This is an optimization exercise on Yosys and OpenROAD, whose aim is small area, not a production implementation.
Function was checked by simulation only, so behaviour that the tests miss may differ from the original.
Power and IR drop assume default switching activity.

==> flow/design.v (excerpt) <==
module color_run_finder (
    input clk,
    input rst,
    input end_frame_in,
    input end_line_in,
    input new_pixel_in,
    input [15:0] pixel_in,
    output [10:0] run_start,
    output [10:0] run_end,
    output new_run,
    output end_line_out,
    output end_frame_out
  );
export LEC_CHECK = 0
export CAP_MARGIN = 20
export CORE_MARGIN = 2
export CORE_UTILIZATION = 45
export PLACE_DENSITY = 0.6
export SLEW_MARGIN = 20
create_clock -name core_clock -period 6.0 [get_ports {clk}]
standard.sh (not shown) runs the stock make flow with config.mk's settings and CLKGATE_MAP_FILE= SYNTH_SCRIPT=/design/flow/synth_recipe.tcl, a recipe that flattens the netlist after the stock synthesis.
==> flow/flow/run.sh <==
#!/bin/bash
# Own layout flow: the standard synthesis, then the combinational cells of its netlist
# are re-synthesised for area with ABC (the flip-flop instances are kept as they are, with
# their names and cell types), then the standard layout from floorplan to finish, with
# the smallest buffer on the ports. Each tool's output goes to a log file in this folder.
set -euo pipefail
W=$(pwd)
R=$W/orfs/results/${FLOW_PLATFORM:-sky130hd}/color_run_finder/base
YOSYS=yosys
if [[ -x ${FLOW_HOME:-/OpenROAD-flow-scripts/flow}/../tools/install/yosys/bin/yosys ]]; then
  YOSYS=${FLOW_HOME:-/OpenROAD-flow-scripts/flow}/../tools/install/yosys/bin/yosys
fi
LIB=${FLOW_HOME:-/OpenROAD-flow-scripts/flow}/platforms/sky130hd/lib/sky130_fd_sc_hd__tt_025C_1v80.lib

bash standard.sh synth > $W/synth.log 2>&1
cp $R/1_2_yosys.v $W/synth_standard.v

DEEP_T=${DEEP_T:-60}
printf 'strash\ndc2\ndch\ndc2\n&get -n\n&deepsyn -T %s\n&put\nmap -a\ntopo\n' "$DEEP_T" > $W/reopt.abc
DU=$(grep -o 'sky130_fd_sc_hd__\(lpflow\|probe\)[a-z0-9_]*' $LIB | sort -u | sed 's/^/-dont_use /' | tr '\n' ' ')
$YOSYS -p "read_liberty -ignore_miss_func $LIB; read_verilog $W/synth_standard.v; hierarchy -top $FLOW_TOP; \
  blackbox sky130_fd_sc_hd__*df*; flatten; opt_clean; tee -o $W/reopt_before.txt stat -liberty $LIB; \
  opt -full; abc -liberty $LIB $DU -script $W/reopt.abc; opt_clean -purge; \
  hilomap -singleton -hicell sky130_fd_sc_hd__conb_1 HI -locell sky130_fd_sc_hd__conb_1 LO; \
  splitnets; opt_clean -purge; tee -o $W/reopt_after.txt stat -liberty $LIB; \
  write_verilog -noattr -nohex -nodec $W/synth_reopt.v" > $W/reopt.log 2>&1

cp $W/synth_reopt.v $R/1_2_yosys.v
rm -f $R/1_synth.odb $R/1_synth.sdc
bash standard.sh BUFFER_PORTS_ARGS="-buffer_cell sky130_fd_sc_hd__buf_1" finish > $W/finish.log 2>&1
Edit:
==> flow/run.sh (new file) <==
#!/bin/bash
# synth_recipe.tcl (not shown) runs the flow's synth.tcl, then flattens the netlist and writes it again
# the make line also repeats each setting of config.mk as NAME=value (left out here)
make -C /OpenROAD-flow-scripts/flow DESIGN_CONFIG=/design/flow/config.mk WORK_HOME=/design/flow/orfs CLKGATE_MAP_FILE= SYNTH_SCRIPT=/design/flow/synth_recipe.tcl finish
removed: flow/flow/run.sh
removed: flow/standard.sh
Total power climbs by 52%.
Non-clock buffer count climbs by 5.
Clock power climbs by 96%.
Design area climbs by 49%.
Synthesized area climbs by 38%.
Routed wire length climbs by 31%.
Global-route usage drops by 0.68 points.
Combinational power climbs by 110%.


Another version of the RTL of color_run_finder (not shown whole).
Size: about 160 cells after synthesis, ~1400 um^2 of cells after synthesis.
==> flow/design.v (excerpt) <==
module color_run_finder (
    input clk,
    input rst,
    input end_frame_in,
    input end_line_in,
    input new_pixel_in,
    input [15:0] pixel_in,
    output [10:0] run_start,
    output [10:0] run_end,
    output new_run,
    output end_line_out,
    output end_frame_out
  );
  wire match;
  color_match color_match (
      .p(pixel_in),
      .m(match)
    );
  run_finder run_finder (
      .clk(clk),
      .rst(rst),
      .end_frame_in(end_frame_in),
      .end_line_in(end_line_in),
      .new_pixel(new_pixel_in),
      .pixel(match),
      .run_start(run_start),
      .run_end(run_end),
      .new_run(new_run),
      .end_line_out(end_line_out),
      .end_frame_out(end_frame_out)
    );
endmodule
Settings: LEC_CHECK=0, CAP_MARGIN=20, CORE_MARGIN=2, CORE_UTILIZATION=45, CTS_BUF_LIST=sky130_fd_sc_hd__clkbuf_8, PLACE_DENSITY=0.6, SLEW_MARGIN=20; clock period 6.0 ns.
==> flow/flow/run.sh <==
#!/bin/bash
# Own layout flow: the standard synthesis, then the combinational cells of its netlist
# are re-synthesised for area with ABC (the flip-flop instances are kept as they are, with
# their names and cell types): plain &nf mapping, and deepsyn from several random seeds
# (from the netlist as it is, or after dc2/dch), each mapped with &nf; the smallest result is
# kept. Then the standard layout from floorplan to finish, with
# the smallest buffer on the ports and CTS without a dummy load on the clock tree. Each tool's output goes to a log file in this folder.
set -euo pipefail
W=$(pwd)
FH=${FLOW_HOME:-/OpenROAD-flow-scripts/flow}
R=$W/orfs/results/${FLOW_PLATFORM:-sky130hd}/color_run_finder/base
YOSYS=yosys
if [[ -x $FH/../tools/install/yosys/bin/yosys ]]; then YOSYS=$FH/../tools/install/yosys/bin/yosys; fi
LIB=$FH/platforms/sky130hd/lib/sky130_fd_sc_hd__tt_025C_1v80.lib

bash standard.sh synth > $W/synth.log 2>&1
cp $R/1_2_yosys.v $W/synth_standard.v

DEEP_T=${DEEP_T:-30}
SEEDS=${SEEDS:-32}
PAR=${PAR:-4}
DU=$(grep -o 'sky130_fd_sc_hd__\(lpflow\|probe\)[a-z0-9_]*' $LIB | sort -u | sed 's/^/-dont_use /' | tr '\n' ' ')
mkdir -p $W/reopt
reopt() {
  local s=$1
  if (( s == 1 )); then
    printf 'strash\n&get -n\n&nf -R 1000 -F 10 -A 10\n&put\ntopo\n' > $W/reopt/r$s.abc
  elif (( s % 2 == 0 )); then
    printf 'strash\ndc2\ndch\ndc2\n&get -n\n&deepsyn -T %s -S %s\n&put\n&get -n\n&nf -R 1000 -F 10 -A 10\n&put\ntopo\n' "$DEEP_T" "$s" > $W/reopt/r$s.abc
  else
    printf 'strash\n&get -n\n&deepsyn -T %s -S %s\n&put\n&get -n\n&nf -R 1000 -F 10 -A 10\n&put\ntopo\n' "$DEEP_T" "$s" > $W/reopt/r$s.abc
  fi
  $YOSYS -p "read_liberty -ignore_miss_func $LIB; read_verilog $W/synth_standard.v; hierarchy -top $FLOW_TOP; \
    blackbox sky130_fd_sc_hd__*df*; flatten; opt_clean; \
    opt -full; abc -liberty $LIB $DU -script $W/reopt/r$s.abc; opt_clean -purge; \
    hilomap -singleton -hicell sky130_fd_sc_hd__conb_1 HI -locell sky130_fd_sc_hd__conb_1 LO; \
    splitnets; opt_clean -purge; tee -o $W/reopt/r$s.txt stat -liberty $LIB; \
    write_verilog -noattr -nohex -nodec $W/reopt/r$s.v" > $W/reopt/r$s.log 2>&1 || true
}
s=1
while (( s <= SEEDS )); do
  for ((k = 0; k < PAR && s <= SEEDS; k++, s++)); do reopt $s & done
  wait
done
best=""; besta=""
for ((s = 1; s <= SEEDS; s++)); do
  [[ -f $W/reopt/r$s.v && -f $W/reopt/r$s.txt ]] || continue
  a=$(grep -o "Chip area for module .*: [0-9.]*" $W/reopt/r$s.txt | awk '{print $NF}' || true)
  [[ -n "$a" ]] || continue
  if [[ -z "$best" ]] || awk "BEGIN{exit !($a < $besta)}"; then best=$s; besta=$a; fi
done
echo "best seed $best area $besta" > $W/reopt_choice.txt
if [[ -n "$best" ]]; then cp $W/reopt/r$best.v $R/1_2_yosys.v; fi
rm -f $R/1_synth.odb $R/1_synth.sdc
bash standard.sh BUFFER_PORTS_ARGS="-buffer_cell sky130_fd_sc_hd__buf_1" CTS_ARGS="-buf_list sky130_fd_sc_hd__clkbuf_8 -sink_clustering_enable -repair_clock_nets -dont_use_dummy_load" finish > $W/finish.log 2>&1
Then changed:
--- a/flow/flow/run.sh
+++ b/flow/flow/run.sh
@@ -7 +7 @@
-# the smallest buffer on the ports and CTS without a dummy load on the clock tree. Each tool's output goes to a log file in this folder.
+# the smallest buffer on the ports. Each tool's output goes to a log file in this folder.
@@ -20 +20 @@
-SEEDS=${SEEDS:-32}
+SEEDS=${SEEDS:-24}
@@ -55 +55 @@
-bash standard.sh BUFFER_PORTS_ARGS="-buffer_cell sky130_fd_sc_hd__buf_1" CTS_ARGS="-buf_list sky130_fd_sc_hd__clkbuf_8 -sink_clustering_enable -repair_clock_nets -dont_use_dummy_load" finish > $W/finish.log 2>&1
+bash standard.sh BUFFER_PORTS_ARGS="-buffer_cell sky130_fd_sc_hd__buf_1" finish > $W/finish.log 2>&1
The new run completed without violations.
Setup slack is better by 0.0059 ns.
Core utilization goes up by 0.12 points.
Sequential power is about the same.

==> what the ideal ports hide <==
No port has a modelled driver above. Below, the same layouts with a new extraction and two added sets of constraints.
Step 1: set_driving_cell puts a clkbuf_16 on clk and a buf_2 on each other input, an assumption about the parent block.
Step 2 times the ports against the registers' clock, not the clock port: input delays grow and output delays shrink by t, the midpoint of the rising clock arrivals with the driver on.
Slacks: ideal / step 1 / step 2; pairs: ideal / step 1.
run | shift t [ns] | setup slack, ns | slew at the worst register clock pin (ns) | worst data-port slew with drivers (ns) | cell pins on the clock port's net
the first run of note 1 | 0.332 | 1.905 / 1.902 / 1.570 | 0.12 / 0.12 | 0.04 | 1
the second run of note 1 | 0.291 | 0.450 / 0.451 / 0.160 | 0.09 / 0.09 | 0.04 | 1
the first run of note 2 | 0.279 | 1.686 / 1.685 / 1.407 | 0.08 / 0.08 | 0.03 | 1
the second run of note 2 | 0.281 | 1.692 / 1.691 / 1.410 | 0.08 / 0.08 | 0.03 | 1
After both steps every run listed still meets setup and hold. The setup slack of the first run of note 1, which loses most, moves by -0.003 ns with the drivers and by -0.335 ns with both steps.
